Context: an optimization exercise on an open-source flow, tuned for a short achievable clock period and few clock cycles. The choices shown serve that exercise and are no tape-out recipe. At most, simulation tests tie the RTL to the original design; equivalence was not proved. No functional check of the RTL was part of runs 1 to 4 and 6. No run shown here takes its clock network from TritonCTS; it comes from the design's own scripts or RTL. The flow treats the clock pin as an ideal source. Dropping or thinning the clock tree relies on that and would not hold on a real chip. No activity file was given, so power comes from the tool's default toggle rates.

==> flow/design.v <==
`timescale 1ns / 1ps
module day4_top( clk, rst, rom_addr, rom_data, sum_overlap, sum_contain, done );
    input clk;
    input rst;
    output [13:0] rom_addr;
    input [7:0] rom_data;
    output [15:0] sum_contain;
    output [15:0] sum_overlap;
    output done;
    function lt_hi(input [6:0] x, input [6:0] y);
        reg [6:0] g, n;
        begin
            g = ~x & y;
            n = ~x | y;    
            lt_hi = g[6] |
                    (n[6] & g[5]) |
                    (n[6] & n[5] & g[4]) |
                    (n[6] & n[5] & n[4] & g[3]);
        end
    endfunction
    function lt_lo(input [6:0] x, input [6:0] y);
        reg [6:0] g, n;
        begin
            g = ~x & y;
            n = ~x | y;
            lt_lo = g[2] |
                    (n[2] & g[1]) |
                    (n[2] & n[1] & g[0]);
        end
    endfunction
    localparam S_NEW = 0,    
               S_RA  = 1,    
               S_RD1 = 2,    
               S_RB2 = 3,    
               S_RC2 = 4,    
               S_RC  = 5,    
               S_RB3 = 6,    
               S_RD3 = 7,    
               S_RD4 = 8,    
               S_RB4 = 9,    
               S_IDL = 10;   
    localparam NS = 11;
    localparam [NS-1:0] ST_NEW = 1 << S_NEW, ST_RA = 1 << S_RA, ST_IDL = 1 << S_IDL;
    reg [13:0] addr;
    reg [6:0]  data_q;         
    reg [6:0]  data_n;         
    reg        in99, inzero;   
    reg [NS-1:0] stA;
    reg [11:0]   lineA;
    reg [6:0]    aA, bA, cA, dA;
    reg          acA, caA, dbA, bdA, adA, cbA;   
    reg [NS-1:0] stB;
    reg [11:0]   lineB;
    reg [6:0]    aB, bB, cB, dB;
    reg          acB, caB, dbB, bdB, adB, cbB;
    reg          hiB;         
    reg [3:0]    ca, cb, cd;
    reg [2:0]    cc;
    reg          is99, zero;
    reg [NS-1:0] stC;
    reg [11:0]   lineC;
    reg [6:0]    aC, bC, cC, dC;
    reg          acC, caC, dbC, bdC, adC, cbC;
    reg          freeC;       
    reg          zeroC;       
    reg          bothC;       
    reg          fullC;       
    reg [NS-1:0] contC;       
    reg [1:0]    offC;        
    reg [NS-1:0] stD;
    reg [11:0]   lineD;
    reg [6:0]    aD, bD, cD, dD;
    reg          acD, caD, dbD, bdD, adD, cbD;
    reg [11:0] next_line;
    reg        term;
    reg        rst_q;          
    reg        inc_c, inc_o;
    reg [15:0] cnt_c, cnt_o;
    reg [15:0] out_c, out_o;   
    reg [2:0]  fc, fo;         
    reg        int_done;
    assign rom_addr = addr;
    assign sum_contain = out_c;
    assign sum_overlap = out_o;
    assign done = int_done;
    wire [6:0] v = data_q;
    wire [6:0] w = ~data_n;    
    wire rd_a = stA[S_RA];
    wire rd_b = stA[S_RB2] | stA[S_RB3] | stA[S_RB4];
    wire rd_c = stA[S_RC2] | stA[S_RC];
    wire rd_d = stA[S_RD1] | stA[S_RD3] | stA[S_RD4];
    wire lt_a = ca[0] | (~ca[1] & ca[2]);
    wire lt_b = cb[0] | (~cb[1] & cb[2]);
    wire lt_c = cc[0] | (~cc[1] & cc[2]);
    wire lt_d = cd[0] | (~cd[1] & cd[2]);
    wire eq_a = ~|ca;
    wire eq_b = ~|cb;
    wire eq_d = ~|cd;
    wire fin_dis  = (stB[S_RD1] & lt_a) | (stB[S_RB3] & lt_c) | (stB[S_RD4] & lt_a);
    wire fin_both = (stB[S_RB2] & eq_d) | (stB[S_RC] & eq_a) |
                    (stB[S_RB3] & ~lt_c & is99) | (stB[S_RD4] & ~lt_a & is99);
    wire fin_full = stB[S_RC2] | stB[S_RD3] | stB[S_RB4];
    wire [NS-1:0] cont;
    assign cont[S_NEW] = 1'b0;
    assign cont[S_RA]  = 1'b0;
    assign cont[S_RD1] = stB[S_RA] & hiB;
    assign cont[S_RC]  = stB[S_RA] & ~hiB;
    assign cont[S_RB2] = stB[S_RD1];
    assign cont[S_RC2] = stB[S_RB2];
    assign cont[S_RB3] = stB[S_RC] & ~lt_a;
    assign cont[S_RD4] = stB[S_RC] & lt_a;
    assign cont[S_RD3] = stB[S_RB3];
    assign cont[S_RB4] = stB[S_RD4];
    assign cont[S_IDL] = stB[S_IDL];
    wire [1:0] cont_off = (cont[S_RD1] | cont[S_RD3] | cont[S_RD4]) ? 2'd3 :
                          (cont[S_RC2] | cont[S_RC]) ? 2'd2 :
                          (cont[S_RB2] | cont[S_RB3] | cont[S_RB4]) ? 2'd1 : 2'd0;
    wire b_after_d = stB[S_RB2] | stB[S_RB4];
    wire d_after_b = stB[S_RD3];
    wire b_after_c = stB[S_RB3] | stB[S_RB4];
    wire c_after_b = stB[S_RC2];
    wire c_read    = stB[S_RC2] | stB[S_RC];
    wire d_read    = stB[S_RD1] | stB[S_RD3] | stB[S_RD4];
    wire n_ac = c_read ? ~lt_a : acB;
    wire n_ca = c_read ? (lt_a | eq_a) : caB;
    wire n_ad = d_read ? ~lt_a : adB;
    wire n_db = b_after_d ? ~lt_d : d_after_b ? (lt_b | eq_b) : dbB;
    wire n_bd = b_after_d ? (lt_d | eq_d) : d_after_b ? ~lt_b : bdB;
    wire n_cb = b_after_c ? ~lt_c : c_after_b ? (lt_b | eq_b) : cbB;
    wire new_line = freeC & ~term;
    wire to_idle  = (stC[S_RA] & (zeroC | term)) | (freeC & term) | stC[S_IDL];
    wire [NS-1:0] n_st = new_line ? ST_RA : to_idle ? ST_IDL : contC;
    wire [11:0] n_line = new_line ? next_line : lineC;
    wire [1:0]  n_off  = new_line ? 2'd0 : offC;
    always @(posedge clk) begin
        data_q <= rom_data[6:0];
        data_n <= ~rom_data[6:0];
        in99 <= (rom_data[6:0] == 7'd99);
        inzero <= (rom_data == 8'd0);
        if (rst) begin
            addr <= 14'd0;
            stA <= ST_NEW;
            stB <= ST_NEW;
            stC <= ST_NEW;
            stD <= ST_RA;
            freeC <= 1'b1;
            zeroC <= 1'b0;
            bothC <= 1'b0;
            fullC <= 1'b0;
            lineD <= 12'd0;
            next_line <= 12'd1;
            term <= 1'b0;
            int_done <= 1'b0;
        end else begin
            stB <= stA;
            stC <= stB;
            freeC <= fin_dis | fin_both | fin_full | stB[S_NEW];
            zeroC <= stB[S_RA] & zero;
            bothC <= fin_both;
            fullC <= fin_full;
            addr <= {n_line, n_off};
            stD <= n_st;
            lineD <= n_line;
            if (new_line)
                next_line <= next_line + 12'd1;
            if (stC[S_RA] & zeroC)
                term <= 1'b1;
            stA <= stD;
            if (term & stA[S_IDL] & stB[S_IDL] & stC[S_IDL] & stD[S_IDL])
                int_done <= 1'b1;
        end
        rst_q <= rst;
        if (rst_q) begin
            inc_c <= 1'b0;
            inc_o <= 1'b0;
            cnt_c <= 16'd0;
            cnt_o <= 16'd0;
            fc <= 3'd0;
            fo <= 3'd0;
        end else begin
            inc_c <= bothC | (fullC & ((acC & dbC) | (caC & bdC)));
            inc_o <= bothC | (fullC & adC & cbC);
            if (inc_c) begin
                cnt_c[3:0] <= cnt_c[3:0] + 4'd1;
                if (fc[0]) cnt_c[7:4] <= cnt_c[7:4] + 4'd1;
                if (fc[0] & fc[1]) cnt_c[11:8] <= cnt_c[11:8] + 4'd1;
                if (fc[0] & fc[1] & fc[2]) cnt_c[15:12] <= cnt_c[15:12] + 4'd1;
                fc[0] <= (cnt_c[3:0] == 4'd14);
                if (fc[0]) fc[1] <= (cnt_c[7:4] == 4'd14);
                if (fc[0] & fc[1]) fc[2] <= (cnt_c[11:8] == 4'd14);
            end
            if (inc_o) begin
                cnt_o[3:0] <= cnt_o[3:0] + 4'd1;
                if (fo[0]) cnt_o[7:4] <= cnt_o[7:4] + 4'd1;
                if (fo[0] & fo[1]) cnt_o[11:8] <= cnt_o[11:8] + 4'd1;
                if (fo[0] & fo[1] & fo[2]) cnt_o[15:12] <= cnt_o[15:12] + 4'd1;
                fo[0] <= (cnt_o[3:0] == 4'd14);
                if (fo[0]) fo[1] <= (cnt_o[7:4] == 4'd14);
                if (fo[0] & fo[1]) fo[2] <= (cnt_o[11:8] == 4'd14);
            end
        end
        out_c <= cnt_c;
        out_o <= cnt_o;
        if (inc_c) begin
            out_c[3:0] <= cnt_c[3:0] + 4'd1;
            if (fc[0]) out_c[7:4] <= cnt_c[7:4] + 4'd1;
            if (fc[0] & fc[1]) out_c[11:8] <= cnt_c[11:8] + 4'd1;
            if (fc[0] & fc[1] & fc[2]) out_c[15:12] <= cnt_c[15:12] + 4'd1;
        end
        if (inc_o) begin
            out_o[3:0] <= cnt_o[3:0] + 4'd1;
            if (fo[0]) out_o[7:4] <= cnt_o[7:4] + 4'd1;
            if (fo[0] & fo[1]) out_o[11:8] <= cnt_o[11:8] + 4'd1;
            if (fo[0] & fo[1] & fo[2]) out_o[15:12] <= cnt_o[15:12] + 4'd1;
        end
        lineB <= lineA;
        aB <= rd_a ? v : aA;
        bB <= rd_b ? v : bA;
        cB <= rd_c ? v : cA;
        dB <= rd_d ? v : dA;
        acB <= acA; caB <= caA; dbB <= dbA; bdB <= bdA; adB <= adA; cbB <= cbA;
        hiB <= v[6];
        ca <= {lt_lo(aA, w), lt_lo(w, aA), lt_hi(aA, w), lt_hi(w, aA)};
        cb <= {lt_lo(bA, w), lt_lo(w, bA), lt_hi(bA, w), lt_hi(w, bA)};
        cc <= {lt_lo(v, cA), lt_hi(cA, v), lt_hi(v, cA)};
        cd <= {lt_lo(dA, v), lt_lo(v, dA), lt_hi(dA, v), lt_hi(v, dA)};
        is99 <= in99;
        zero <= inzero;
        lineC <= lineB;
        aC <= aB; bC <= bB; cC <= cB; dC <= dB;
        acC <= n_ac; caC <= n_ca; dbC <= n_db; bdC <= n_bd; adC <= n_ad; cbC <= n_cb;
        contC <= cont;
        offC <= cont_off;
        aD <= aC; bD <= bC; cD <= cC; dD <= dC;
        acD <= acC; caD <= caC; dbD <= dbC; bdD <= bdC; adD <= adC; cbD <= cbC;
        lineA <= lineD;
        aA <= aD; bA <= bD; cA <= cD; dA <= dD;
        acA <= acD; caA <= caD; dbA <= dbD; bdA <= bdD; adA <= adD; cbA <= cbD;
    end
endmodule
==> flow/flow/run.sh <==
#!/bin/bash
# The standard layout, with the clock tree that ORFS's CTS builds replaced
# by a two-level one (flow/clocktree.tcl, run as ORFS's POST_CTS_TCL hook).
set -euo pipefail
here=$(pwd)
echo "export POST_CTS_TCL = $here/flow/clocktree.tcl" >> config.mk
bash standard.sh finish > standard_make.log 2>&1
==> flow/flow/clocktree.tcl <==
# Rebuild the clock tree with two levels of inverters: the clock port drives
# four inv_16, one per quadrant of the registers' placement, and each of
# those drives CT_LEAVES clkinv_8, each driving the registers of one part of
# its quadrant (split at the median along the wider side), so the registers
# see the clock twice inverted. Run as POST_CTS_TCL, after ORFS's CTS.
set ::block [ord::get_db_block]
set db [ord::get_db]
set clk_net [$::block findNet clk]
if {![info exists ::env(CT_ROOT)]} { set ::env(CT_ROOT) sky130_fd_sc_hd__inv_16 }
if {![info exists ::env(CT_LEAF)]} { set ::env(CT_LEAF) sky130_fd_sc_hd__clkinv_8 }
set rootm [$db findMaster $::env(CT_ROOT)]
set leafm [$db findMaster $::env(CT_LEAF)]

# all clock sinks (register clock pins) reached from the clock port
set ::sinks {}
set ::cts_bufs {}
proc walk {net} {
  foreach it [$net getITerms] {
    set inst [$it getInst]
    if {[$it getIoType] != "INPUT"} { continue }
    set m [[$inst getMaster] getName]
    if {[string match "sky130_fd_sc_hd__clkbuf_*" $m] || [string match "sky130_fd_sc_hd__clkinv*" $m] || [string match "sky130_fd_sc_hd__buf_*" $m] || [string match "sky130_fd_sc_hd__inv_*" $m]} {
      lappend ::cts_bufs $inst
      foreach o [$inst getITerms] {
        if {[$o getIoType] == "OUTPUT" && [$o getNet] != "NULL"} { walk [$o getNet] }
      }
    } else {
      lappend ::sinks $it
    }
  }
}
walk $clk_net
puts "clocktree: [llength $::sinks] sinks, [llength $::cts_bufs] old buffers"


if {![info exists ::env(CT_LEAVES)]} { set ::env(CT_LEAVES) 4 }
set leaves_per_root $::env(CT_LEAVES)

# sink positions
set ::pos [dict create]
foreach it $::sinks {
  set b [[$it getInst] getBBox]
  dict set ::pos $it [list [expr {([$b xMin] + [$b xMax]) / 2}] [expr {([$b yMin] + [$b yMax]) / 2}]]
}
proc ctr {items} {
  set sx 0; set sy 0
  foreach it $items { lassign [dict get $::pos $it] x y; incr sx $x; incr sy $y }
  set n [llength $items]
  return [list [expr {$sx / $n}] [expr {$sy / $n}]]
}
# split items into n parts of near-equal size, cutting across the wider side
proc bisect {items n} {
  if {$n <= 1 || [llength $items] < 2} { return [list $items] }
  set xs {}; set ys {}
  foreach it $items { lassign [dict get $::pos $it] x y; lappend xs $x; lappend ys $y }
  set xs [lsort -integer $xs]; set ys [lsort -integer $ys]
  set wx [expr {[lindex $xs end] - [lindex $xs 0]}]
  set wy [expr {[lindex $ys end] - [lindex $ys 0]}]
  set k [expr {$wx >= $wy ? 0 : 1}]
  set sorted [lsort -integer -index 1 [lmap it $items {list $it [lindex [dict get $::pos $it] $k]}]]
  set n1 [expr {$n / 2}]
  set cut [expr {[llength $items] * $n1 / $n}]
  set a [lmap p [lrange $sorted 0 [expr {$cut - 1}]] {lindex $p 0}]
  set b [lmap p [lrange $sorted $cut end] {lindex $p 0}]
  return [concat [bisect $a $n1] [bisect $b [expr {$n - $n1}]]]
}
proc outpin {master} {
  foreach mt [$master getMTerms] {
    if {[$mt getIoType] == "OUTPUT"} { return [$mt getName] }
  }
}
proc place_buf {name master x y} {
  set inst [odb::dbInst_create $::block $master $name]
  $inst setLocation [expr {$x - [$master getWidth] / 2}] [expr {$y - [$master getHeight] / 2}]
  $inst setPlacementStatus PLACED
  return $inst
}
# drop the old tree
set old_nets {}
foreach inst $::cts_bufs {
  foreach o [$inst getITerms] {
    if {[$o getIoType] == "OUTPUT" && [$o getNet] != "NULL"} { lappend old_nets [$o getNet] }
  }
}
foreach it $::sinks { $it disconnect }
foreach inst $::cts_bufs { odb::dbInst_destroy $inst }
foreach n [lsort -unique $old_nets] {
  if {[llength [$n getITerms]] == 0 && [llength [$n getBTerms]] == 0} { odb::dbNet_destroy $n }
}


set roots [bisect $::sinks 4]
set r 0
foreach rg $roots {
  set rnet [odb::dbNet_create $::block "clknet_r$r"]
  $rnet setSigType CLOCK
  set l 0
  set lcs {}
  foreach lg [bisect $rg $leaves_per_root] {
    set lnet [odb::dbNet_create $::block "clknet_r${r}_l$l"]
    $lnet setSigType CLOCK
    lassign [ctr $lg] cx cy
    lappend lcs [list $cx $cy]
    set inst [place_buf "clkbuf_r${r}_l$l" $leafm $cx $cy]
    [$inst findITerm A] connect $rnet
    [$inst findITerm [outpin $leafm]] connect $lnet
    foreach it $lg { $it connect $lnet }
    puts "clocktree: root $r leaf $l: [llength $lg] sinks at [expr {$cx / 1000.0}] [expr {$cy / 1000.0}]"
    incr l
  }
  set sx 0; set sy 0
  foreach c $lcs { incr sx [lindex $c 0]; incr sy [lindex $c 1] }
  set inst [place_buf "clkbuf_r$r" $rootm [expr {$sx / [llength $lcs]}] [expr {$sy / [llength $lcs]}]]
  [$inst findITerm A] connect $clk_net
  [$inst findITerm [outpin $rootm]] connect $rnet
  incr r
}

detailed_placement
estimate_parasitics -placement
repair_timing_helper
detailed_placement
check_placement -verbose
==> flow/standard.sh <==
#!/bin/bash
# synth_recipe.tcl (not shown) runs the flow's synth.tcl, then flattens the netlist and writes it again
# the make line also repeats each setting of config.mk as NAME=value (left out here)
make -C /OpenROAD-flow-scripts/flow DESIGN_CONFIG=/design/flow/config.mk WORK_HOME=/design/flow/orfs CLKGATE_MAP_FILE= SYNTH_SCRIPT=/design/flow/synth_recipe.tcl "${@:-finish}"
==> flow/config.mk <==
export PLATFORM = sky130hd
export DESIGN_NAME = day4_top
export DESIGN_NICKNAME = day4_top
export VERILOG_FILES = /design/flow/design.v
export SDC_FILE = /design/flow/constraint.sdc
export NUM_CORES = 4
export LEC_CHECK = 0
export ABC_CLOCK_PERIOD_IN_PS = 1500
export CAP_MARGIN = 20
export CORE_MARGIN = 2
export CORE_UTILIZATION = 60
export PLACE_DENSITY = 0.7
export SETUP_SLACK_MARGIN = 2.6
export SLEW_MARGIN = 20
export TNS_END_PERCENT = 100
export POST_CTS_TCL = /design/flow/flow/clocktree.tcl
==> flow/constraint.sdc <==
create_clock -name core_clock -period 4.0 [get_ports {clk}]
set_input_delay 0.8000 -clock core_clock [delete_from_list [all_inputs] [get_ports {clk}]]
set_output_delay 0.8000 -clock core_clock [all_outputs]
set_load 0.01 [all_outputs]
==> results of run 1 <==
==> report_power, final <==
group | switching, mW | internal [mW]
clock | 1.14 | 0.317
combinational | 0.0671 | 0.0578
sequential | 0.0561 | 3.63
total | 1.27 | 4.00
==> worst reg2reg max path, stage by stage (launching register included) <==
cell and delay [ps]:
dfxtp_4 380, nor2b_4 130, maj3_2 290, maj3_2 310, maj3_2 290
==> cell usage in the layout (no fill, tap or decap), types with 8 or more instances in the layout <==
cell / netlist / final
nor2_1: 30 / 29
dfxtp_2: 0 / 31
a21oi_1: 38 / 38
maj3_2: 14 / 15
nor3_1: 12 / 9
nand3_1: 9 / 8
buf_4: 0 / 14
mux2_2: 15 / 15
clkinv_8: 0 / 16
inv_1: 36 / 35
o21ai_0: 31 / 30
nor2b_1: 64 / 61
dfxtp_1: 356 / 322
nand4_1: 18 / 18
xnor2_1: 25 / 25
buf_2: 2 / 27
buf_6: 0 / 20
ha_1: 15 / 15
nand2_1: 70 / 70
and2_1: 15 / 15
==> cells by family (layout without fill, tap and decap cells) <==
logic type / count (synthesis) / count (layout)
and+or+nand+nor: 245 / 245
DFF: 356 / 356
adders and majority gates: 35 / 35
muxes: 17 / 17
AOI/OAI and AO/OA: 100 / 100
buffers and inverters: 62 / 127
xor gates and xnor gates: 31 / 31
==> registers in the layout, summed over array words and instances (netlist names), 9 cells and up <==
| signal | cells |
|---|---|
| lineA | 12 |
| lineB | 12 |
| contC | 9 |
| lineC | 12 |
| cnt_o | 16 |
| stA | 11 |
| next_line | 12 |
| out_c | 16 |
| out_o | 16 |
| stB | 11 |
| stD | 10 |
| lineD | 12 |
| cnt_c | 16 |
==> metal layers <==
layer  vias to the layer above  global-route usage [%]  wire length [um]
met5                         -                       0                 0
li1                       2891                       -                 -
met2                        92                    33.4              8250
met3                        18                    3.39               543
met4                         0                    4.26               243
met1                      2701                    23.8              7400
==> through the flow <==
step / total power [mW] / cells / hold WS (ps) / utilization (%)
2_1_floorplan: 3.83 / 846 / 310 / -
3_3_place_gp: 3.87 / 1099 / 310 / 65.6
3_5_place_dp: 3.88 / 1099 / 312 / 65.6
5_1_grt: 5.47 / 1131 / 333 / 68.6
6_report: 5.27 / 1131 / 328 / 68.6
==> layout make-up <==
| class | instances | area [um^2] |
|---|---|---|
| flip-flops and latches | 356 | 7180 |
| fillers | 1184 | 5190 |
| multi-input cells | 428 | 2830 |
| repair buffers | 70 | 551 |
| inverters | 56 | 478 |
| well taps | 220 | 275 |
| clock inverters | 1 | 30.0 |
==> synthesized netlist by cell type, types with 6 or more instances <==
cell type	number	area share (%)
inv_1	36	1.3
nor2b_1	64	4.0
nand2b_1	6	0.37
a21oi_1	38	1.9
mux2_2	15	1.7
xor2_1	6	0.52
maj3_1	6	0.60
clkbuf_1	21	0.78
nor2_1	30	1.1
and3_1	6	0.37
a31oi_1	6	0.37
nand2_1	70	2.6
ha_1	15	1.9
maj3_2	14	1.6
o31ai_1	6	0.45
o21ai_0	31	1.5
nand4_1	18	1.1
nor3_1	12	0.60
nand3_1	9	0.45
dfxtp_1	356	71
and2_1	15	0.93
xnor2_1	25	2.2
==> how the worst max path moves through the flow <==
stage                         start     end  slack (ps)  cells past startpoint
after detailed placement        rst  stD[5]        1870                      3
final                     data_q[3]   cd[1]        2510                      4
after global routing      data_q[3]   cc[1]        2480                      4
after global placement          rst  stD[7]        1930                      3
after floorplan           data_q[3]   cc[1]        2580                      4
==> reports/metrics.csv, run 1 <==
metric,value,unit
"Seq/Total Area, Yosys",70.8,%
slowest library cell on the worst path,dfxtp_4,
xor/xnor share of the synthesized area,2.70,%
IO buf count,56,
WP data arrival,1520,ps
layout cell share with drive strength beyond 1,18.9,%
main combinational cell family by area after synthesis,simple AND/OR/NAND/NOR gates,
critical path's top delay family,adder cells,
crit path kind,reg2reg,
hold path endpoint,dC[2],
# IOs,57,
die area,0.0178,mm^2
Place WS,1870,ps
Leakage,4.51,nW
Antenna Nets Post-Route,0,
hpwl dp,10600,um
Final Cycle Share,37.4,%
Residual DRC,0,
Via density,5.04,
Synthesized Nets,871,
Max Fanout on Critical Path,6,
setup ws final,2510,ps
Mapped Area,0.0101,mm^2
Peak VDD IR,0.000378,V
Synth-to-Final Area Change,12.6,%
Syn Area/Cell,11.9,um^2
R2R Setup Slk,2510,ps
wire length per cell,14.5,um
"Hold Vio Cnt, Final",0,
reg2reg end,cd[1],
Compound-Gate Fraction of Synth Area,5.75,%
Post-synth EDFFs,0,
Max Fclk,669,MHz
min-delay src,dB[2],
GR Overflow Total,0,
Hold Path Class,reg2reg,
vias in the first global route,5717,
worst rel slew slack,64.2,%
CP cell instances,nor2b_4 -> maj3_2 -> maj3_2 -> maj3_2,
nature of the critical path endpoint,flip-flop,
DIE HEIGHT,134,um
Iter 0 DRT Violations,210,
Total Nets Final,937,
routability cong.,0.780,
ys flop type,dfxtp_1,
n_diodes,0,
CTS Sinks,356,
cell mode on critical path,maj3_2,
unrepaired setup endpoints after global routing,true,
worst skew pair latency,130,ps
Final Max Slew Viols,0,
Placed Instance Area,0.0108,mm^2
P per Cell Area,465,mW/mm^2
Buffers & Inverters on Critical Path,0,
core area,0.0165,mm^2
Final Setup Violations,0,
initial antenna violation count,0,
Synth Area in Simple Gates,12.6,%
pin count of the biggest net entering global routing,58,
Die X,134,um
via count,5702,
synthesized-area fraction occupied by adder cells,4.02,%
drt pass-1 iters,4,
multiplexer share of the synthesized area,1.88,%
routed wire length,16400,um
Ys Warns,1,
ys async rst share,0,%
WHS Path Cells,0,
row count,47,
Max-cap violations,0,
Worst setup SP type,flip-flop,
post-synth cell types,44,
Max stage delay on crit path,380,ps
Slew @ Worst Pin,537,ps
clock period minus worst slack,1490,ps
RR Startpoint,data_q[3],
Post-Synthesis Cells,846,
Starting Density,61.0,%
All-Layer GR Usage,18.7,%
data required time at the worst endpoint,4020,ps
final instance area,0.0113,mm^2
CTS clock-pin slew for the worst setup and hold paths,80,ps
setup_tns,0,ps
clk_skew,8.31,ps
status,finished clean,
global-route wire length before repair,27300,um
#FFs+latches synth,356,
Worst Reg-to-Reg Cells,4,
==> inputs of run 2 (changes only) <==
--- a/flow/design.v
+++ b/flow/design.v
@@ -9,22 +9,14 @@
     output done;
-    function lt_hi(input [6:0] x, input [6:0] y);
-        reg [6:0] g, n;
-        begin
-            g = ~x & y;
-            n = ~x | y;    
-            lt_hi = g[6] |
-                    (n[6] & g[5]) |
-                    (n[6] & n[5] & g[4]) |
-                    (n[6] & n[5] & n[4] & g[3]);
-        end
+    function lt2(input x1, input x0, input y1, input y0);
+        lt2 = (~x1 & y1) | ((~x1 | y1) & ~x0 & y0);
     endfunction
-    function lt_lo(input [6:0] x, input [6:0] y);
-        reg [6:0] g, n;
-        begin
-            g = ~x & y;
-            n = ~x | y;
-            lt_lo = g[2] |
-                    (n[2] & g[1]) |
-                    (n[2] & n[1] & g[0]);
-        end
+    function [7:0] grp(input [6:0] x, input [6:0] y);
+        grp = {lt2(y[6], y[5], x[6], x[5]), lt2(y[4], y[3], x[4], x[3]),
+               lt2(y[2], y[1], x[2], x[1]), lt2(1'b0, y[0], 1'b0, x[0]),
+               lt2(x[6], x[5], y[6], y[5]), lt2(x[4], x[3], y[4], y[3]),
+               lt2(x[2], x[1], y[2], y[1]), lt2(1'b0, x[0], 1'b0, y[0])};
+    endfunction
+    function [3:0] halves(input [7:0] g);
+        halves = {g[5] | (~g[1] & g[4]), g[1] | (~g[5] & g[0]),
+                  g[7] | (~g[3] & g[6]), g[3] | (~g[7] & g[2])};
     endfunction
@@ -45,3 +37,3 @@
     reg [6:0]  data_q;         
-    reg [6:0]  data_n;         
+    reg [7:0]  ga, gb, gc, gd;
     reg        in99, inzero;   
@@ -57,3 +49,3 @@
     reg [3:0]    ca, cb, cd;
-    reg [2:0]    cc;
+    reg [3:0]    cc;
     reg          is99, zero;
@@ -86,3 +78,2 @@
     wire [6:0] v = data_q;
-    wire [6:0] w = ~data_n;    
     wire rd_a = stA[S_RA];
@@ -136,3 +127,6 @@
         data_q <= rom_data[6:0];
-        data_n <= ~rom_data[6:0];
+        ga <= grp(rom_data[6:0], aD);
+        gb <= grp(rom_data[6:0], bD);
+        gc <= grp(rom_data[6:0], cD);
+        gd <= grp(rom_data[6:0], dD);
         in99 <= (rom_data[6:0] == 7'd99);
@@ -222,6 +216,6 @@
         hiB <= v[6];
-        ca <= {lt_lo(aA, w), lt_lo(w, aA), lt_hi(aA, w), lt_hi(w, aA)};
-        cb <= {lt_lo(bA, w), lt_lo(w, bA), lt_hi(bA, w), lt_hi(w, bA)};
-        cc <= {lt_lo(v, cA), lt_hi(cA, v), lt_hi(v, cA)};
-        cd <= {lt_lo(dA, v), lt_lo(v, dA), lt_hi(dA, v), lt_hi(v, dA)};
+        ca <= halves(ga);
+        cb <= halves(gb);
+        cc <= halves(gc);
+        cd <= halves(gd);
         is99 <= in99;
==> run 2 against run 1 <==
Cell count increased by 1.9%. Register-to-register slack better by 20 ps. Combinational power is 22% higher. First-iteration DRC count down 19%. Flip-flop and latch count rose by 24. Worst setup slack improved by 23 ps. Clock skew increased by 5.0 ps. Sequential share of layout area is 0.25 points lower. Clock power increased by 29%. Maximum frequency grew 1.5%. Core utilization rose by 1.6 points. Area after synthesis rose by 5.4%. Critical path type unchanged. Critical endpoint is now freeC. Highest routed layer unchanged.
==> reports/metrics.csv, run 2 <==
metric,value,unit,change
Max Fanout on Critical Path,2,,-4
# IOs,57,,unchanged
routing usage on met2,34.2,%,+0.77 points
n_diodes,0,,unchanged
data required time at the worst endpoint,4020,ps,about the same
routed wire length,17600,um,+7.1%
Post-synth top cells,"380 x dfxtp_1, 77 x nor2b_1, 50 x nand2_1, 35 x inv_1, 32 x nor2_1",,
Ys Warns,1,,unchanged
nature of the critical path endpoint,flip-flop,,
WP data arrival,1490,ps,-30 ps
Slew @ Worst Pin,509,ps,-27.8 ps
vias in the first global route,5981,,+4.6%
Leakage,5.03,nW,+12%
R2R Setup Slk,2530,ps,+20 ps
Total Nets Final,949,,+1.3%
M3 GR Usage,2.78,%,-0.61 points
WHS Path Cells,0,,unchanged
Die X,137,um,+2.6%
Via density,5.09,,+0.91%
core area,0.0173,mm^2,+4.7%
"Hold Vio Cnt, Final",0,,unchanged
Starting Density,61.4,%,+0.42 points
IO buf count,56,,unchanged
Max Fclk,679,MHz,+1.5%
Final Setup Violations,0,,unchanged
post-synth cell types,39,,-11%
clock period minus worst slack,1470,ps,-22.5 ps
Final Max Slew Viols,0,,unchanged
Residual DRC,0,,unchanged
Mapped Area,0.0106,mm^2,+5.4%
routability cong.,0.763,,-2.2%
leading area contributor after synthesis,dfxtp_1,,
#FFs+latches synth,380,,+6.7%
layout cell share with drive strength beyond 1,21.0,%,+2.1 points
row count,48,,+2.1%
initial antenna violation count,0,,unchanged
Peak VDD IR,0.000331,V,-12%
via count,5866,,+2.9%
crit path kind,reg2reg,,
hold path endpoint,lineB[0],,
Antenna Nets Post-Route,0,,unchanged
Post-Layout Cell Count,1153,,+1.9%
dpl cells,1118,,+1.7%
clk_skew,13.3,ps,+5.03 ps
Worst Reg-to-Reg Cells,4,,unchanged
DIE HEIGHT,137,um,+2.6%
All-Layer GR Usage,19.3,%,+0.59 points
ys flop type,dfxtp_1,,
GR Overflow Total,0,,unchanged
"Seq/Total Area, Yosys",71.7,%,+0.91 points
"commonest cells after routing, fill and taps aside","345 x dfxtp_1, 73 x nor2b_1, 50 x nand2_1",,
Hold Slack,324,ps,-3.41 ps
Syn Area/Cell,12.4,um^2,+4.2%
Worst setup SP type,flip-flop,,
Iter 0 DRT Violations,170,,-19%
setup_tns,0,ps,unchanged
Post-Synthesis Cells,856,,+1.2%
P per Cell Area,492,mW/mm^2,+5.7%
Synth-to-Final Area Change,14.4,%,
CTS Sinks,380,,+6.7%
wire length per cell,15.3,um,+5.1%
pin count of the biggest net entering global routing,41,,-29%
reg2reg end,freeC,,
GR peak layer,met2,,
CTS clock-pin slew for the worst setup and hold paths,90,ps,about the same
Synthesized Nets,881,,+1.1%
Final Cycle Share,36.8,%,-0.56 points
die area,0.0188,mm^2,+5.2%
drt pass-1 iters,4,,unchanged
hpwl dp,11200,um,+5.7%
RR Startpoint,stB[5],,
ys async rst share,0,%,unchanged
top cell type's share of synthesized area,71.7,%,+0.91 points
unrepaired setup endpoints after global routing,true,,
"most common cell after layout, fill and taps aside",dfxtp_1,,
Hold Path Class,reg2reg,,
Max-cap violations,0,,unchanged
worst rel slew slack,66.0,%,+1.8 points
status,finished clean,,
min-delay src,lineA[0],,
global-route wire length before repair,28700,um,+5.1%
worst skew pair latency,140,ps,about the same
met1 Use GR,24.2,%,+0.44 points
Synth area leaders,"dfxtp_1 72%, nor2b_1 4.5%, mux2_2 3.2%",,
Post-synth EDFFs,0,,unchanged
most common cell in the netlist,dfxtp_1,,
[run 2: worst max-delay path by stage]
stage                      startpoint     end  slack (ps)  cells after the start
after floorplan                   rst   freeC        2510                      4
after global placement            rst  stD[7]        1940                      4
after detailed placement  rom_data[5]   gb[7]        1910                      4
after global routing           stB[5]   freeC        2460                      4
final                          stB[5]   freeC        2530                      4
[run 2: per-stage QoR]
| step | area (um^2) | power (mW) | utilization (%) | setup slack [ps] |
|---|---|---|---|---|
| after detailed placement | 11400 | 4.16 | 66.0 | 1910 |
| after floorplan | 10700 | 4.10 | - | 2510 |
| after global placement | 11400 | 4.15 | 66.0 | 1940 |
| final | 12100 | 5.97 | 70.2 | 2530 |
| after global routing | 12100 | 6.19 | 70.2 | 2460 |
[run 2: layout make-up]
class                      count  area (um^2)
tap                          225          282
inverter                      55          482
multi-input combinational    419         2900
timing repair buffer          68          641
fill                        1216         5150
sequential                   380         7660
clock inverter                 6          180
[run 2: cell families (layout without fill, tap and decap cells)]
group                    after synthesis  in the layout  synth area share [%]
flip-flops                           380            380                  71.7
AO/OA/AOI/OAI                         91             91                  5.20
AND/OR/NAND/NOR                      236            236                  12.1
multiplexers                          32             32                  3.37
buffers and inverters                 57            129                  2.04
adder cells (fa/ha/maj)               27             27                  2.90
XOR/XNOR                              33             33                  2.72
[run 2: power by group]
| group | internal (mW) | total, mW | leakage [nW] | switching, mW |
|---|---|---|---|---|
| clock network | 0.649 | 1.88 | 0.234 | 1.23 |
| registers | 3.88 | 3.94 | 3.11 | 0.0579 |
| logic | 0.0743 | 0.153 | 1.69 | 0.0787 |
[run 2: worst max-delay path, stage by stage, from the launching register on]
cell	delay, ps
dfxtp_4	350
nor4b_4	120
a22o_1	240
a311o_1	300
or3_1	350
[run 2: metal layers]
layer | vias to the layer above | share of wire [%]
met5 | - | 0
met4 | 0 | 2.1
met3 | 32 | 2.8
met2 | 92 | 50
met1 | 2810 | 45
li1 | 2932 | -
==> inputs of run 3 (changes only) <==
--- a/flow/design.v
+++ b/flow/design.v
@@ -48,5 +48,7 @@
     reg          hiB;         
-    reg [3:0]    ca, cb, cd;
-    reg [3:0]    cc;
-    reg          is99, zero;
+    reg          lt_a, lt_b, lt_c, lt_d;    
+    reg          eq_a, eq_b, eq_d;          
+    reg          disB;        
+    reg          bothB;       
+    reg          zero;
     reg [NS-1:0] stC;
@@ -82,12 +84,16 @@
     wire rd_d = stA[S_RD1] | stA[S_RD3] | stA[S_RD4];
-    wire lt_a = ca[0] | (~ca[1] & ca[2]);
-    wire lt_b = cb[0] | (~cb[1] & cb[2]);
-    wire lt_c = cc[0] | (~cc[1] & cc[2]);
-    wire lt_d = cd[0] | (~cd[1] & cd[2]);
-    wire eq_a = ~|ca;
-    wire eq_b = ~|cb;
-    wire eq_d = ~|cd;
-    wire fin_dis  = (stB[S_RD1] & lt_a) | (stB[S_RB3] & lt_c) | (stB[S_RD4] & lt_a);
-    wire fin_both = (stB[S_RB2] & eq_d) | (stB[S_RC] & eq_a) |
-                    (stB[S_RB3] & ~lt_c & is99) | (stB[S_RD4] & ~lt_a & is99);
+    wire [3:0] ha = halves(ga), hb = halves(gb), hc = halves(gc), hd = halves(gd);
+    wire a_lt_a = ha[0] | (~ha[1] & ha[2]);
+    wire a_lt_b = hb[0] | (~hb[1] & hb[2]);
+    wire a_lt_c = hc[0] | (~hc[1] & hc[2]);
+    wire a_lt_d = hd[0] | (~hd[1] & hd[2]);
+    wire a_eq_a = ~|ha;
+    wire a_eq_b = ~|hb;
+    wire a_eq_d = ~|hd;
+    wire a_99   = in99;
+    wire a_dis  = (stA[S_RD1] & a_lt_a) | (stA[S_RB3] & a_lt_c) | (stA[S_RD4] & a_lt_a);
+    wire a_both = (stA[S_RB2] & a_eq_d) | (stA[S_RC] & a_eq_a) |
+                  (stA[S_RB3] & ~a_lt_c & a_99) | (stA[S_RD4] & ~a_lt_a & a_99);
+    wire fin_dis  = disB;
+    wire fin_both = bothB;
     wire fin_full = stB[S_RC2] | stB[S_RD3] | stB[S_RB4];
@@ -216,7 +222,11 @@
         hiB <= v[6];
-        ca <= halves(ga);
-        cb <= halves(gb);
-        cc <= halves(gc);
-        cd <= halves(gd);
-        is99 <= in99;
+        lt_a <= a_lt_a;
+        lt_b <= a_lt_b;
+        lt_c <= a_lt_c;
+        lt_d <= a_lt_d;
+        eq_a <= a_eq_a;
+        eq_b <= a_eq_b;
+        eq_d <= a_eq_d;
+        disB <= a_dis;
+        bothB <= a_both;
         zero <= inzero;
==> run 3 against run 2 <==
Still clean. Power decreased by 6.4%. Wire length decreased by 1.0%. Hold slack better by 2.7 ps. Via count decreased by 3.3%. Die area fell by 2.3%.
==> reports/metrics.csv, run 3 <==
metric,value,unit,change
Mapped Area,0.0104,mm^2,-2.3%
routed wire length,17400,um,-1.0%
Peak VDD IR,0.000377,V,+14%
setup_tns,0,ps,unchanged
wire length per cell,15.4,um,+0.65%
Post-synth top cells,"373 x dfxtp_1, 78 x nor2b_1, 56 x nand2_1, 35 x nor2_1, 32 x a21oi_1",,
routability cong.,0.851,,+12%
All-Layer GR Usage,19.0,%,-0.37 points
post-synth cell types,43,,+10%
clk_skew,9.27,ps,-4.07 ps
R2R Setup Slk,2560,ps,+30 ps
row count,48,,unchanged
nature of the critical path endpoint,flip-flop,,
Worst setup SP type,flip-flop,,
leading area contributor after synthesis,dfxtp_1,,
pin count of the biggest net entering global routing,42,,+2.4%
Synthesized Nets,854,,-3.1%
Residual DRC,0,,unchanged
# IOs,57,,unchanged
Synth-to-Final Area Change,14.8,%,
layout cell share with drive strength beyond 1,22.9,%,+1.9 points
ys async rst share,0,%,unchanged
global-route wire length before repair,27600,um,-3.7%
ys flop type,dfxtp_1,,
crit path kind,reg2reg,,
Worst Reg-to-Reg Cells,4,,unchanged
die area,0.0183,mm^2,-2.3%
Via density,5.00,,-1.6%
"most common cell after layout, fill and taps aside",dfxtp_1,,
top cell type's share of synthesized area,72.0,%,+0.37 points
"Seq/Total Area, Yosys",72.0,%,+0.37 points
CTS clock-pin slew for the worst setup and hold paths,80,ps,about the same
WHS Path Cells,0,,unchanged
vias in the first global route,5603,,-6.3%
clock period minus worst slack,1440,ps,-28.2 ps
Leakage,4.81,nW,-4.4%
RR Startpoint,ga[2],,
#FFs+latches synth,373,,-1.8%
initial antenna violation count,0,,unchanged
Max Fclk,693,MHz,+1.9%
Iter 0 DRT Violations,225,,+32%
Worst Setup SP,ga[2],,
final instance area,0.0119,mm^2,-2.0%
CP cell instances,or4_4 -> nor4b_4 -> a22oi_2 -> o221ai_2,,
Synth area leaders,"dfxtp_1 72%, nor2b_1 4.7%, mux2_2 3.3%",,
hpwl dp,11200,um,-0.24%
worst skew pair latency,130,ps,about the same
Crit. path cell count,4,,unchanged
Place WS,1890,ps,-25.5 ps
Final Setup Violations,0,,unchanged
Antenna Nets Post-Route,0,,unchanged
Post-synth EDFFs,0,,unchanged
Total Nets Final,934,,-1.6%
Final Power,5.59,mW,-6.4%
reg2reg end,bothB,,
Buffers & Inverters on Critical Path,0,,unchanged
WP data arrival,1490,ps,about the same
hold path endpoint,cC[5],,
Final Cycle Share,36.1,%,-0.70 points
Max-cap violations,0,,unchanged
setup ws final,2560,ps,+28.2 ps
slowest library cell on the worst path,or4_4,,
min-delay src,cB[5],,
most common cell in the netlist,dfxtp_1,,
Ys Warns,1,,unchanged
Hold Path Class,reg2reg,,
"commonest cells after routing, fill and taps aside","340 x dfxtp_1, 77 x nor2b_1, 55 x nand2_1",,
P per Cell Area,469,mW/mm^2,-4.5%
CTS Sinks,373,,-1.8%
Final Max Slew Viols,0,,unchanged
Placed Instance Area,0.0112,mm^2,-2.2%
Post-Synthesis Cells,829,,-3.2%
IO buf count,56,,unchanged
fin util,69.6,%,-0.66 points
Syn Area/Cell,12.5,um^2,+0.83%
GR Overflow Total,0,,unchanged
data required time at the worst endpoint,4050,ps,+30 ps
unrepaired setup endpoints after global routing,true,,
core area,0.0171,mm^2,-1.0%
n_diodes,0,,unchanged
Max Fanout on Critical Path,2,,unchanged
worst rel slew slack,59.3,%,-6.7 points
DIE HEIGHT,135,um,-1.1%
critical path's top delay family,simple AND/OR/NAND/NOR gates,,
drt pass-1 iters,4,,unchanged
Starting Density,60.6,%,-0.81 points
status,finished clean,,
Die X,135,um,-1.1%
Max stage delay on crit path,550,ps,+200 ps
via count,5675,,-3.3%
Slew @ Worst Pin,610,ps,+101 ps
"Hold Vio Cnt, Final",0,,unchanged
-- run 3: cell types whose count changed after synthesis, moves of 3 or more --
cell / previous run / this run
a21o_1: 10 / 1
dfxtp_1: 380 / 373
inv_1: 35 / 19
nand2_1: 50 / 56
nand3_1: 11 / 8
nor2_1: 32 / 35
o21ai_0: 17 / 11
or3_1: 3 / 0
or4_1: 0 / 4
-- run 3: report_power, final --
part	internal, mW	total, mW	leakage, nW	switching, mW
clock	0.385	1.57	0.178	1.19
combinational	0.0803	0.156	1.58	0.0760
sequential	3.81	3.86	3.05	0.0549
-- run 3: area by class of cell --
| class | instances | area, um^2 |
|---|---|---|
| repair buffers | 79 | 746 |
| flip-flops and latches | 373 | 7520 |
| multi-input cells | 416 | 2880 |
| inverters | 39 | 422 |
| clock inverters | 2 | 60.1 |
| well taps | 225 | 282 |
| fillers | 1233 | 5210 |
-- run 3: kinds of logic after synthesis --
group                    after synthesis  synth area share, %
flip-flops                           373                 72.0
multiplexers                          30                 3.26
XOR/XNOR                              32                 2.70
buffers and inverters                 40                 1.47
AO/OA/AOI/OAI                         84                 4.95
adder cells (fa/ha/maj)               27                 2.97
AND/OR/NAND/NOR                      243                 12.6
-- run 3: how the worst max path moves through the flow --
stage,end
final,bothB
after global routing,bothB
after detailed placement,inzero
after global placement,inzero
after floorplan,stB[0]
-- run 3: through the flow --
| stage | instances | hold WS [ps] |
|---|---|---|
| after floorplan | 829 | 310 |
| after global placement | 1092 | 311 |
| after detailed placement | 1092 | 312 |
| after global routing | 1134 | 333 |
| final | 1134 | 327 |
-- run 3: metal layers --
layer	GRT usage [%]	vias up	part of all wire [%]	wire length, um
li1	-	2890	-	-
met1	23.8	2654	44	7670
met2	32.8	94	50	8680
met3	3.63	37	3.1	539
met4	6.71	0	3.1	540
met5	0	-	0	0
-- run 3: worst reg2reg max path: stages, from the launching register on --
cell and delay [ps]:
dfxtp_1 320, or4_4 550, nor4b_4 330, a22oi_2 100, o221ai_2 70
==> inputs of run 4 (changes only) <==
--- a/flow/design.v
+++ b/flow/design.v
@@ -89,5 +89,8 @@
     wire a_lt_d = hd[0] | (~hd[1] & hd[2]);
-    wire a_eq_a = ~|ha;
-    wire a_eq_b = ~|hb;
-    wire a_eq_d = ~|hd;
+    wire a_gt_a = ha[1] | (~ha[0] & ha[3]);
+    wire a_gt_b = hb[1] | (~hb[0] & hb[3]);
+    wire a_gt_d = hd[1] | (~hd[0] & hd[3]);
+    wire a_eq_a = ~a_lt_a & ~a_gt_a;
+    wire a_eq_b = ~a_lt_b & ~a_gt_b;
+    wire a_eq_d = ~a_lt_d & ~a_gt_d;
     wire a_99   = in99;
==> run 4 against run 3 <==
Core utilization down 0.65 points. Power up 3.7%. Combinational power down 11%. Sequential share of layout area up 0.54 points.
==> reports/metrics.csv, run 4 <==
metric,value,unit,change
Via density,5.08,,+1.5%
post-synth cell types,47,,+9.3%
Hold Path Class,reg2reg,,
initial antenna violation count,0,,unchanged
Buffers & Inverters on Critical Path,0,,unchanged
Antenna Nets Post-Route,0,,unchanged
ys flop type,dfxtp_1,,
Iter 0 DRT Violations,222,,-1.3%
Synth-to-Final Area Change,13.6,%,
Final Max Slew Viols,0,,unchanged
Synthesized Nets,857,,+0.35%
CTS clock-pin slew for the worst setup and hold paths,90,ps,about the same
top cell type's share of synthesized area,71.9,%,-0.12 points
critical path's top delay family,simple AND/OR/NAND/NOR gates,,
hpwl dp,10700,um,-4.0%
Mapped Area,0.0104,mm^2,+0.17%
routability cong.,0.830,,-2.5%
Post-Layout Cell Count,1130,,-0.35%
WP data arrival,1470,ps,-20 ps
Worst setup SP type,flip-flop,,
drt pass-1 iters,4,,unchanged
All-Layer GR Usage,19.3,%,+0.33 points
via count,5737,,+1.1%
global-route wire length before repair,28200,um,+2.2%
Peak VDD IR,0.000388,V,+3.0%
"Seq/Total Area, Yosys",71.9,%,-0.12 points
Slew @ Worst Pin,592,ps,-18.5 ps
Total Nets Final,927,,-0.75%
unrepaired setup endpoints after global routing,true,,
worst skew pair latency,140,ps,about the same
nature of the critical path endpoint,flip-flop,,
Starting Density,60.7,%,+0.10 points
layout cell share with drive strength beyond 1,21.9,%,-1.0 points
clock period minus worst slack,1390,ps,-50.5 ps
Max-cap violations,0,,unchanged
CP cell instances,and3b_2 -> nand3_2 -> or4_4 -> a21oi_2,,
Synth area leaders,"dfxtp_1 72%, nor2b_1 4.6%, mux2_2 3.3%",,
Leakage,4.74,nW,-1.3%
Max Fclk,718,MHz,+3.6%
Ys Warns,1,,unchanged
DIE HEIGHT,136,um,about the same
ys async rst share,0,%,unchanged
n_diodes,0,,unchanged
Max stage delay on crit path,440,ps,-110 ps
setup_tns,0,ps,unchanged
most common cell in the netlist,dfxtp_1,,
"Hold Vio Cnt, Final",0,,unchanged
Final Cycle Share,34.8,%,-1.3 points
Residual DRC,0,,unchanged
Filler cells,1224,,-0.73%
pin count of the biggest net entering global routing,57,,+36%
P per Cell Area,491,mW/mm^2,+4.7%
routed wire length,17100,um,-2.2%
Syn Area/Cell,12.5,um^2,-0.19%
row count,48,,unchanged
dpl cells,1092,,unchanged
worst rel slew slack,60.5,%,+1.2 points
Post-synth top cells,"373 x dfxtp_1, 77 x nor2b_1, 53 x nand2_1, 33 x a21oi_1, 33 x nor2_1",,
wire length per cell,15.1,um,-1.8%
GR Overflow Total,0,,unchanged
Final Power,5.79,mW,+3.7%
data required time at the worst endpoint,4080,ps,+30 ps
vias in the first global route,5725,,+2.2%
Max Fanout on Critical Path,5,,+3
Post-synth EDFFs,0,,unchanged
core area,0.0171,mm^2,unchanged
"commonest cells after routing, fill and taps aside","345 x dfxtp_1, 76 x nor2b_1, 53 x nand2_1",,
Final Setup Violations,0,,unchanged
status,finished clean,,
crit path kind,reg2reg,,
CTS Sinks,373,,unchanged
clk_skew,14.8,ps,+5.58 ps
die area,0.0184,mm^2,+0.16%
Die X,136,um,about the same
slowest library cell on the worst path,or4_4,,
Post-Synthesis Cells,832,,+0.36%
leading area contributor after synthesis,dfxtp_1,,
fin util,68.9,%,-0.65 points
# IOs,57,,unchanged
"most common cell after layout, fill and taps aside",dfxtp_1,,
#FFs+latches synth,373,,unchanged
IO buf count,56,,unchanged
-- run 4: path summary, 6_finish.rpt --
path | startpoint | end | slack [ps] | depth (start not counted)
max | term | next_line[11] | 2610 | 4
min reg2reg | caD | caA | 320 | 0
min | caD | caA | 320 | 0
max reg2reg | term | next_line[11] | 2610 | 4
-- run 4: power breakdown --
part	leakage [nW]	internal [mW]	switching, mW
logic	1.48	0.0642	0.0746
clock network	0.220	0.583	1.22
registers	3.05	3.80	0.0518
total	4.74	4.45	1.34
-- run 4: layer usage --
layer	global-route usage (%)	wire [um]
met1	25.1	7680
met4	6.54	392
met3	2.43	458
met5	0	0
met2	33.4	8530
-- run 4: cells by family (layout without fill, tap and decap cells) --
| family | Yosys count | after routing | share of synthesized area (%) |
|---|---|---|---|
| AO/OA/AOI/OAI | 86 | 86 | 5.02 |
| XOR/XNOR | 31 | 31 | 2.61 |
| flip-flops | 373 | 373 | 71.9 |
| AND/OR/NAND/NOR | 240 | 240 | 12.5 |
| buffers and inverters | 44 | 117 | 1.65 |
| adder cells (fa/ha/maj) | 27 | 27 | 2.96 |
| multiplexers | 31 | 31 | 3.35 |
-- run 4: final cells by class --
type | instances | area (um^2) | share of cell area, %
tap | 225 | 282 | 2.39
sequential | 373 | 7510 | 63.7
timing repair buffer | 70 | 546 | 4.63
multi-input combinational | 415 | 2870 | 24.4
inverter | 42 | 433 | 3.67
clock inverter | 5 | 150 | 1.27
-- run 4: stage by stage --
step	worst slack, ps	hold slack, ps	instance area, um^2
finish	2610	322	11800
floorplan	2490	310	10400
global route	2560	329	11800
detailed placement	1890	312	11200
global placement	1940	310	11200
==> inputs of run 5 (changes only) <==
--- a/flow/design.v
+++ b/flow/design.v
@@ -68,2 +68,3 @@
     reg [11:0] next_line;
+    reg [1:0]  fn;             
     reg        term;
@@ -154,2 +155,3 @@
             next_line <= 12'd1;
+            fn <= 2'd0;
             term <= 1'b0;
@@ -166,4 +168,9 @@
             lineD <= n_line;
-            if (new_line)
-                next_line <= next_line + 12'd1;
+            if (new_line) begin
+                next_line[3:0] <= next_line[3:0] + 4'd1;
+                if (fn[0]) next_line[7:4] <= next_line[7:4] + 4'd1;
+                if (fn[0] & fn[1]) next_line[11:8] <= next_line[11:8] + 4'd1;
+                fn[0] <= (next_line[3:0] == 4'd14);
+                if (fn[0]) fn[1] <= (next_line[7:4] == 4'd14);
+            end
             if (stC[S_RA] & zeroC)
==> run 5 against run 4 <==
Still clean on timing, DRC and antenna. Via count down 1.7%. Wire length shrank 1.3%. Area after synthesis up 1.1%. Die area is 1.1% higher. Critical path depth down 3. Maximum frequency hardly changed. Global-route usage decreased by 0.32 points. Core utilization shrank 0.54 points. Register-to-register slack improved by 50 ps. Critical path type is now reg2out.
==> reports/metrics.csv, run 5 <==
metric,value,unit,change
status,finished clean,,
n_diodes,0,,unchanged
Total Nets Final,935,,+0.86%
post-synth cell types,49,,+4.3%
WHS Path Cells,0,,unchanged
layout cell share with drive strength beyond 1,19.2,%,-2.7 points
setup ws final,2610,ps,+0.0200 ps
via count,5639,,-1.7%
GR Overflow Total,0,,unchanged
Hold Slack,326,ps,+4.93 ps
Via density,4.99,,-1.7%
die area,0.0186,mm^2,+1.1%
final instance area,0.0117,mm^2,-0.43%
Max Fclk,718,MHz,about the same
Max Fanout on Critical Path,2,,-3
hpwl dp,10900,um,+1.7%
CP cell instances,buf_6,,
Die X,136,um,+0.55%
critical path's top delay family,flip-flops,,
dpl cells,1097,,+0.46%
Final Cycle Share,34.8,%,about the same
row count,48,,unchanged
most common cell in the netlist,dfxtp_1,,
core area,0.0172,mm^2,+0.35%
Final Max Slew Viols,0,,unchanged
wire length per cell,14.9,um,-1.3%
ys async rst share,0,%,unchanged
Starting Density,61.1,%,+0.47 points
initial antenna violation count,0,,unchanged
Post-Layout Cell Count,1130,,unchanged
Syn Area/Cell,12.6,um^2,+0.64%
Residual DRC,0,,unchanged
Worst Reg-to-Reg Cells,4,,unchanged
P per Cell Area,470,mW/mm^2,-4.4%
Final Power,5.52,mW,-4.8%
Synth-to-Final Area Change,11.8,%,
Post-Synthesis Cells,836,,+0.48%
worst rel slew slack,61.9,%,+1.4 points
Peak VDD IR,0.000299,V,-23%
Placed Instance Area,0.0112,mm^2,+0.76%
unrepaired setup endpoints after global routing,true,,
Ys Warns,1,,unchanged
Place WS,1960,ps,+67.3 ps
top cell type's share of synthesized area,71.5,%,-0.42 points
Worst setup SP type,flip-flop,,
fin util,68.4,%,-0.54 points
Antenna Nets Post-Route,0,,unchanged
CTS Sinks,375,,+0.54%
Crit. path cell count,1,,-3
Final Setup Violations,0,,unchanged
"most common cell after layout, fill and taps aside",dfxtp_1,,
global-route wire length before repair,27700,um,-1.9%
"Seq/Total Area, Yosys",71.5,%,-0.42 points
IO buf count,56,,unchanged
clock period minus worst slack,1390,ps,-0.0200 ps
drt pass-1 iters,4,,unchanged
Post-synth top cells,"375 x dfxtp_1, 76 x nor2b_1, 54 x nand2_1, 34 x nor2_1, 33 x a21oi_1",,
All-Layer GR Usage,19.0,%,-0.32 points
Post-synth EDFFs,0,,unchanged
WP data arrival,590,ps,-880 ps
routability cong.,0.791,,-4.6%
ys flop type,dfxtp_1,,
worst skew pair latency,130,ps,about the same
Synth area leaders,"dfxtp_1 71%, nor2b_1 4.5%, mux2_2 3.2%",,
Mapped Area,0.0105,mm^2,+1.1%
Slew @ Worst Pin,571,ps,-20.7 ps
#FFs+latches synth,375,,+0.54%
"commonest cells after routing, fill and taps aside","355 x dfxtp_1, 76 x nor2b_1, 54 x nand2_1",,
data required time at the worst endpoint,3200,ps,-880 ps
Synthesized Nets,865,,+0.93%
Max stage delay on crit path,360,ps,-80 ps
pin count of the biggest net entering global routing,41,,-28%
routed wire length,16800,um,-1.3%
nature of the critical path endpoint,output pin,,
setup_tns,0,ps,unchanged
# IOs,57,,unchanged
slowest library cell on the worst path,dfxtp_2,,
vias in the first global route,5671,,-0.94%
Hold Path Class,reg2reg,,
Iter 0 DRT Violations,234,,+5.4%
Max-cap violations,0,,unchanged
Leakage,4.75,nW,+0.22%
"Hold Vio Cnt, Final",0,,unchanged
Buffers & Inverters on Critical Path,1,,+1
clk_skew,10.7,ps,-4.11 ps
crit path kind,reg2out,,
leading area contributor after synthesis,dfxtp_1,,
DIE HEIGHT,136,um,+0.55%
CTS clock-pin slew for the worst setup and hold paths,80,ps,about the same
[run 5: path summary, 6_finish.rpt]
path,start,end,slack [ps]
hold / removal,dB[4],dC[4],330
hold reg to reg,dB[4],dC[4],330
setup / recovery,int_done,done,2610
setup reg to reg,freeC,next_line[11],2660
[run 5: final cells by class]
type | instances | area (um^2)
clock inverters | 1 | 30.0
fillers | 1272 | 5430
inverters | 42 | 430
multi-input cells | 417 | 2870
flip-flops and latches | 375 | 7540
well taps | 225 | 282
repair buffers | 70 | 597
[run 5: per-layer routing]
layer	up-vias	GRT usage [%]	share of wire, %
met3	23	3.43	2.9
met1	2674	24.5	47
li1	2878	-	-
met2	64	32.9	49
met5	-	0	0
met4	0	4.80	1.8
[run 5: kinds of logic after synthesis]
group	synth area share, %
muxes	3.31
buffers and inverters	1.95
DFF	71.5
and+or+nand+nor	12.2
adders and majority gates	3.41
AOI/OAI and AO/OA	5.05
xor gates and xnor gates	2.59
[run 5: where the power goes]
group	switching, mW	internal (mW)	total (mW)
logic	0.0666	0.0665	0.133
clock network	1.19	0.319	1.51
registers	0.0530	3.83	3.88
Testbench counts of run 5, summed over its fixed seeds: cycles 23,775.
==> inputs of run 6 (changes only) <==
--- a/flow/design.v
+++ b/flow/design.v
@@ -32,4 +32,6 @@
                S_RB4 = 9,    
-               S_IDL = 10;   
-    localparam NS = 11;
+               S_IDL = 10,   
+               S_RC5 = 11,   
+               S_RB6 = 12;   
+    localparam NS = 13;
     localparam [NS-1:0] ST_NEW = 1 << S_NEW, ST_RA = 1 << S_RA, ST_IDL = 1 << S_IDL;
@@ -48,2 +50,3 @@
     reg          hiB;         
+    reg          is99B;       
     reg          lt_a, lt_b, lt_c, lt_d;    
@@ -82,4 +85,4 @@
     wire rd_a = stA[S_RA];
-    wire rd_b = stA[S_RB2] | stA[S_RB3] | stA[S_RB4];
-    wire rd_c = stA[S_RC2] | stA[S_RC];
+    wire rd_b = stA[S_RB2] | stA[S_RB3] | stA[S_RB4] | stA[S_RB6];
+    wire rd_c = stA[S_RC2] | stA[S_RC] | stA[S_RC5];
     wire rd_d = stA[S_RD1] | stA[S_RD3] | stA[S_RD4];
@@ -99,6 +102,7 @@
     wire a_both = (stA[S_RB2] & a_eq_d) | (stA[S_RC] & a_eq_a) |
-                  (stA[S_RB3] & ~a_lt_c & a_99) | (stA[S_RD4] & ~a_lt_a & a_99);
+                  (stA[S_RB3] & ~a_lt_c & a_99) | (stA[S_RD4] & ~a_lt_a & a_99) |
+                  (stA[S_RC5] & (a_lt_a | a_eq_a));
     wire fin_dis  = disB;
     wire fin_both = bothB;
-    wire fin_full = stB[S_RC2] | stB[S_RD3] | stB[S_RB4];
+    wire fin_full = stB[S_RC2] | stB[S_RD3] | stB[S_RB4] | stB[S_RB6];
     wire [NS-1:0] cont;
@@ -108,3 +112,5 @@
     assign cont[S_RC]  = stB[S_RA] & ~hiB;
-    assign cont[S_RB2] = stB[S_RD1];
+    assign cont[S_RB2] = stB[S_RD1] & ~is99B;
+    assign cont[S_RC5] = stB[S_RD1] & is99B;
+    assign cont[S_RB6] = stB[S_RC5];
     assign cont[S_RC2] = stB[S_RB2];
@@ -116,9 +122,9 @@
     wire [1:0] cont_off = (cont[S_RD1] | cont[S_RD3] | cont[S_RD4]) ? 2'd3 :
-                          (cont[S_RC2] | cont[S_RC]) ? 2'd2 :
-                          (cont[S_RB2] | cont[S_RB3] | cont[S_RB4]) ? 2'd1 : 2'd0;
-    wire b_after_d = stB[S_RB2] | stB[S_RB4];
+                          (cont[S_RC2] | cont[S_RC] | cont[S_RC5]) ? 2'd2 :
+                          (cont[S_RB2] | cont[S_RB3] | cont[S_RB4] | cont[S_RB6]) ? 2'd1 : 2'd0;
+    wire b_after_d = stB[S_RB2] | stB[S_RB4] | stB[S_RB6];
     wire d_after_b = stB[S_RD3];
-    wire b_after_c = stB[S_RB3] | stB[S_RB4];
+    wire b_after_c = stB[S_RB3] | stB[S_RB4] | stB[S_RB6];
     wire c_after_b = stB[S_RC2];
-    wire c_read    = stB[S_RC2] | stB[S_RC];
+    wire c_read    = stB[S_RC2] | stB[S_RC] | stB[S_RC5];
     wire d_read    = stB[S_RD1] | stB[S_RD3] | stB[S_RD4];
@@ -232,2 +238,3 @@
         hiB <= v[6];
+        is99B <= in99;
         lt_a <= a_lt_a;
==> run 6 against run 5 <==
Still clean on timing, DRC and antenna. Largest cell class unchanged. Final area up 4.3%. Die area up 2.8%. Register-to-register slack worse by 20 ps. Maximum frequency about the same. Hold slack worse by 11 ps. Sequential power up 3%. Wire length up 4.8%. Power up 6.5%. Combinational power up 14%.
==> reports/metrics.csv, run 6 <==
metric,value,unit,change
status,finished clean,,
nature of the critical path endpoint,flip-flop,,
routed wire length,17600,um,+4.8%
Mapped Area,0.0108,mm^2,+2.9%
CTS Sinks,384,,+2.4%
Synth-to-Final Area Change,13.4,%,
core area,0.0178,mm^2,+3.9%
data required time at the worst endpoint,4080,ps,+880 ps
multi-input logic area,0.00300,mm^2,+4.6%
via count,5834,,+3.5%
Max-cap violations,0,,unchanged
clk_skew,16.1,ps,+5.39 ps
Syn Area/Cell,12.6,um^2,+0.22%
Post-Synthesis Cells,858,,+2.6%
ys async rst share,0,%,unchanged
setup ws final,2610,ps,+0.320 ps
worst skew pair latency,140,ps,about the same
Post-synth EDFFs,0,,unchanged
routability cong.,0.787,,-0.48%
fin util,68.6,%,+0.28 points
Final Setup Violations,0,,unchanged
Final Cycle Share,34.8,%,about the same
drt pass-1 iters,4,,unchanged
layout cell share with drive strength beyond 1,20.4,%,+1.1 points
worst rel slew slack,60.1,%,-1.8 points
setup_tns,0,ps,unchanged
top cell type's share of synthesized area,71.2,%,-0.32 points
Place WS,1890,ps,-72.8 ps
wire length per cell,15.2,um,+2.0%
IO buf count,56,,unchanged
"commonest cells after routing, fill and taps aside","354 x dfxtp_1, 81 x nor2b_1, 53 x nand2_1",,
vias in the first global route,5892,,+3.9%
Synth area leaders,"dfxtp_1 71%, nor2b_1 4.7%, mux2_2 3.1%",,
Slew @ Worst Pin,594,ps,+23.0 ps
Worst setup SP type,input port,,
dpl cells,1123,,+2.4%
Die X,138,um,+1.4%
initial antenna violation count,0,,unchanged
Iter 0 DRT Violations,169,,-28%
Max Fclk,718,MHz,about the same
die area,0.0191,mm^2,+2.8%
DIE HEIGHT,138,um,+1.4%
R2R Setup Slk,2640,ps,-20 ps
hpwl dp,11000,um,+1.1%
Antenna Nets Post-Route,0,,unchanged
pin count of the biggest net entering global routing,41,,unchanged
Via density,5.02,,+0.61%
ys flop type,dfxtp_1,,
"Seq/Total Area, Yosys",71.2,%,-0.32 points
Peak VDD IR,0.000348,V,+17%
Ys Warns,1,,unchanged
Synthesized Nets,887,,+2.5%
# IOs,57,,unchanged
#FFs+latches synth,384,,+2.4%
clock period minus worst slack,1390,ps,-0.320 ps
All-Layer GR Usage,18.5,%,-0.43 points
crit path kind,in2reg,,
global-route wire length before repair,29100,um,+5.3%
Residual DRC,0,,unchanged
P per Cell Area,480,mW/mm^2,+2.1%
most common cell in the netlist,dfxtp_1,,
Total Nets Final,960,,+2.7%
Starting Density,60.5,%,-0.59 points
n_diodes,0,,unchanged
CTS clock-pin slew for the worst setup and hold paths,100,ps,+20 ps
storage element area,0.00772,mm^2,+2.5%
WP data arrival,1470,ps,+880 ps
"most common cell after layout, fill and taps aside",dfxtp_1,,
Hold Path Class,reg2reg,,
Leakage,4.95,nW,+4.2%
unrepaired setup endpoints after global routing,true,,
"Hold Vio Cnt, Final",0,,unchanged
Max Fanout on Critical Path,18,,+16
Post-Layout Cell Count,1162,,+2.8%
row count,49,,+2.1%
leading area contributor after synthesis,dfxtp_1,,
Post-synth top cells,"384 x dfxtp_1, 81 x nor2b_1, 53 x nand2_1, 32 x a21oi_1, 31 x nor2_1",,
GR Overflow Total,0,,unchanged
Final Max Slew Viols,0,,unchanged
post-synth cell types,55,,+12%
Final Power,5.88,mW,+6.5%
Filler cells,1286,,+1.1%
[run 6: path summary, 6_finish.rpt]
check	from	to	depth (start not counted)
setup / recovery	rst	stD[11]	3
hold / removal	aC[5]	aD[5]	0
setup reg to reg	stA[3]	bB[3]	3
hold reg to reg	aC[5]	aD[5]	0
[run 6: layer usage]
layer | share of wire, % | routed length [um] | vias to the layer above | track usage, %
met3 | 2.9 | 513 | 26 | 3.53
li1 | - | - | 2976 | -
met2 | 48 | 8490 | 81 | 32.3
met4 | 2.0 | 359 | 0 | 4.67
met5 | 0 | 0 | - | 0
met1 | 47 | 8270 | 2751 | 24.0
[run 6: cell type report]
type / instances / area share, %
Tap cell: 229 / 2.34
Timing Repair Buffer: 72 / 5.56
Clock inverter: 4 / 0.981
Inverter: 43 / 3.57
Sequential cell: 384 / 63.1
Multi-Input combinational cell: 430 / 24.5
[run 6: report_power, final]
part	switching (mW)	leakage (nW)	internal, mW
Sequential	0.0572	3.14	3.92
Combinational	0.0750	1.61	0.0770
Clock	1.23	0.206	0.517
Total	1.36	4.95	4.52
[run 6: logic make-up after synthesis]
family          share of synthesized area, %
fa+ha+maj                               3.31
buf+inv                                 1.93
mux                                     3.31
xor+xnor                                2.51
flops                                   71.2
simple gates                            12.9
compound gates                          4.89
[run 6: stage by stage]
| step | hold slack, ps | cell area [um^2] |
|---|---|---|
| global route | 319 | 12200 |
| finish | 316 | 12200 |
| global placement | 310 | 11500 |
| detailed placement | 312 | 11500 |
| floorplan | 310 | 10800 |
[run 6: worst max-delay path: stages]
cell    delay (ps)
buf_16         140
nor3_2         340
and2_1         190

-- separate check: timing with driven ports --
Ports are ideal in the flow. The routed layouts listed here were re-timed in OpenROAD.
Step 1 (the two cells are an assumption about what drives the block):
set clk [get_ports {clk}]
set_driving_cell -lib_cell sky130_fd_sc_hd__clkbuf_16 $clk
set_driving_cell -lib_cell sky130_fd_sc_hd__buf_2 [delete_from_list [all_inputs] $clk]
Step 2 also shifts input and output timing later by t, the mid clock arrival at the registers, as if the neighbouring blocks saw the same clock.
Slacks: ideal / step 1 / step 2; pairs: ideal / step 1.
run	t (ns)	setup WS [ns]	worst slew at a driven data input, ns	cell pins on the clock port's net
run 1	0.315	2.506 / 2.412 / 2.477	0.06	4
run 2	0.318	2.528 / 2.414 / 2.309	0.15	4
run 3	0.319	2.556 / 2.421 / 2.383	0.24	4
run 4	0.317	2.607 / 2.425 / 2.452	0.06	4
run 5	0.318	2.607 / 2.412 / 2.440	0.17	4
run 6	0.323	2.607 / 2.428 / 2.393	0.12	4
After both steps setup and hold are still met in every run listed. For run 2, which loses most, drivers alone change the setup slack by -0.114 ns; drivers and shift together by -0.219 ns.
